From an optimization exercise on the open Yosys and OpenROAD flow, aimed at small area and a short achievable clock period; shortcuts taken in it are not production practice. Function was checked by simulation only, so behaviour that the tests miss may differ from the original.

## P
// videogen
module videogen(
  input clk,
  input resetn,
  output logic [23:0] data,
  output logic hsync,
  output logic vsync,
  output logic data_en
);
  logic [9:0]  uc, yc, ui, yi;
  logic [10:0] zl, zm;
  logic [7:0]  lf, mf, s;
  logic        c5, u_wrap, w2, intri, hs_n, vs_n, de_n;
  vg_pix pix (.u(uc[8:0]), .y(yc[7:0]), .zl(zl), .zm(zm), .lf(lf), .mf(mf), .s(s));
  vg_inc inc (.uc(uc), .yc(yc), .u_wrap(u_wrap), .ui(ui), .yi(yi), .c5(c5));
  vg_ctl ctl (.uc(uc), .yc(yc), .c5(c5), .zl(zl), .zm(zm), .u_wrap(u_wrap), .w2(w2),
              .intri(intri), .hs_n(hs_n), .vs_n(vs_n), .de_n(de_n));
  logic en;
  assign en = resetn & intri;
  always_ff @(posedge clk) begin
    if (!resetn) begin
      uc <= 10'd705;   
      yc <= 10'd904;   
    end else begin
      uc <= u_wrap ? 10'd704 : ui;
      yc <= w2 ? 10'd904 : yi;
    end
  end
  always_ff @(posedge clk) begin
  ...
clock: 40.0 ns
lec_check: 0
cap_margin: 20
core_margin: 2
core_utilization: 40
slew_margin: 20
synth_hierarchical: 1
synth_minimum_keep_size: 0
standard.sh (not shown) runs the stock make flow with config.mk's settings and CLKGATE_MAP_FILE= SYNTH_SCRIPT=/design/flow/synth_recipe.tcl, a recipe that flattens the netlist after the stock synthesis.
==> flow/flow/run.sh <==
#!/bin/bash
# The standard layout with three changes in how it is made:
#  - after the standard synthesis, combinational cells are swapped for the
#    smallest drive strength of the same function (flow/downsize.tcl);
#  - plain buf_1 cells as the port buffers instead of the delay buffers ORFS
#    picks by default;
#  - clock tree synthesis without dummy loads.
# Each tool's output goes to a log of its own here; ORFS's step logs stay
# under orfs/logs.
set -euo pipefail
bash standard.sh synth > flow_synth.log 2>&1
RESULTS=$PWD/orfs/results/$FLOW_PLATFORM/videogen/base \
  openroad -no_init -exit flow/downsize.tcl > flow_downsize.log 2>&1
bash standard.sh \
  "BUFFER_PORTS_ARGS=-buffer_cell sky130_fd_sc_hd__buf_1" \
  "CTS_ARGS=-sink_clustering_enable -repair_clock_nets -dont_use_dummy_load" \
  finish > flow_make.log 2>&1
==> flow/flow/downsize.tcl <==
# Swap each combinational cell of the synthesized netlist for the smallest
# cell of the same function (same name but for the drive strength suffix;
# the platform's don't-use cells all have other names).
# Registers and the adder cells are left as synthesis made them. Timing has a
# large margin at the design's clock; the later repair steps of the standard
# flow upsize or buffer wherever slew or capacitance calls for it.
set odb $::env(RESULTS)/1_synth.odb
read_db $odb
set db [ord::get_db]
set block [ord::get_db_block]
set masters {}
foreach lib [$db getLibs] {
  foreach m [$lib getMasters] { dict set masters [$m getName] $m }
}
proc area {m} { expr {double([$m getWidth]) * [$m getHeight]} }
set swapped 0
foreach inst [$block getInsts] {
  set m [$inst getMaster]
  set name [$m getName]
  if {![regexp {^(sky130_fd_sc_hd__[a-z0-9]+)_([0-9]+)$} $name -> base drive]} continue
  if {[string match "*df*" $base] || [string match "*__fa" $base] || [string match "*__ha" $base]
      || [string match "*clk*" $base] || [string match "*conb*" $base]} continue
  set best $m
  foreach d {0 1 2 4} {
    set cand "${base}_$d"
    if {![dict exists $masters $cand]} continue
    set cm [dict get $masters $cand]
    if {[area $cm] < [area $best]} { set best $cm }
  }
  if {$best ne $m} {
    puts "swap [$inst getName] $name -> [$best getName]"
    $inst swapMaster $best
    incr swapped
  }
}
puts "swapped $swapped cells"
write_db $odb
[inputs] Q vs P
==> flow/run.sh (new file) <==
#!/bin/bash
# synth_recipe.tcl (not shown) runs the flow's synth.tcl, then flattens the netlist and writes it again
# the make line also repeats each setting of config.mk as NAME=value (left out here)
make -C /OpenROAD-flow-scripts/flow DESIGN_CONFIG=/design/flow/config.mk WORK_HOME=/design/flow/orfs CLKGATE_MAP_FILE= SYNTH_SCRIPT=/design/flow/synth_recipe.tcl finish
removed: flow/flow/run.sh
removed: flow/flow/downsize.tcl
removed: flow/standard.sh
Findings:
Compared with P, first-iteration DRC count in Q decreased by more than 10%.
Summary of Q over P: final critical-path required period rose by 0.42 ns, global routing met1 resource utilization increased 0.77 points.
Taking P as the reference point, the share of final-layout standard cells stronger than drive strength 1 of Q rises by 2.7 points.
Delay contributed by the slowest stage of the critical path (Q over P): increase, 0.57 ns
Looking at worst setup path startpoint, the hsync result is from P; the resetn one comes from Q.

-- what the ideal ports hide --
How much do the figures lean on ideal ports? The routed layouts below were timed once more, with nothing changed but the port constraints. Step 1, drivers: a clkbuf_16 drives clk and a buf_2 each remaining input, both assumed. Step 2 times the ports against the registers' clock, not the clock port: input delays grow and output delays shrink by t, the midpoint of the rising clock arrivals with the driver on. a / b / c = no drivers / after step 1 / after step 2; a / b = the first two.
| run | t (ns) | setup slack, ns | hold WS [ns] | worst register clock-pin slew, ns | pins driven straight from the clock port |
|---|---|---|---|---|---|
| P | 0.324 | 31.234 / 31.205 / 31.160 | 0.580 / 0.580 / 0.580 | 0.09 / 0.09 | 1 |
| Q | 0.326 | 30.814 / 30.821 / 30.495 | 0.566 / 0.566 / 0.566 | 0.09 / 0.09 | 1 |
After both steps every run listed still meets setup and hold. For Q, which loses most, drivers alone change the setup slack by +0.007 ns; drivers and shift together by -0.319 ns.
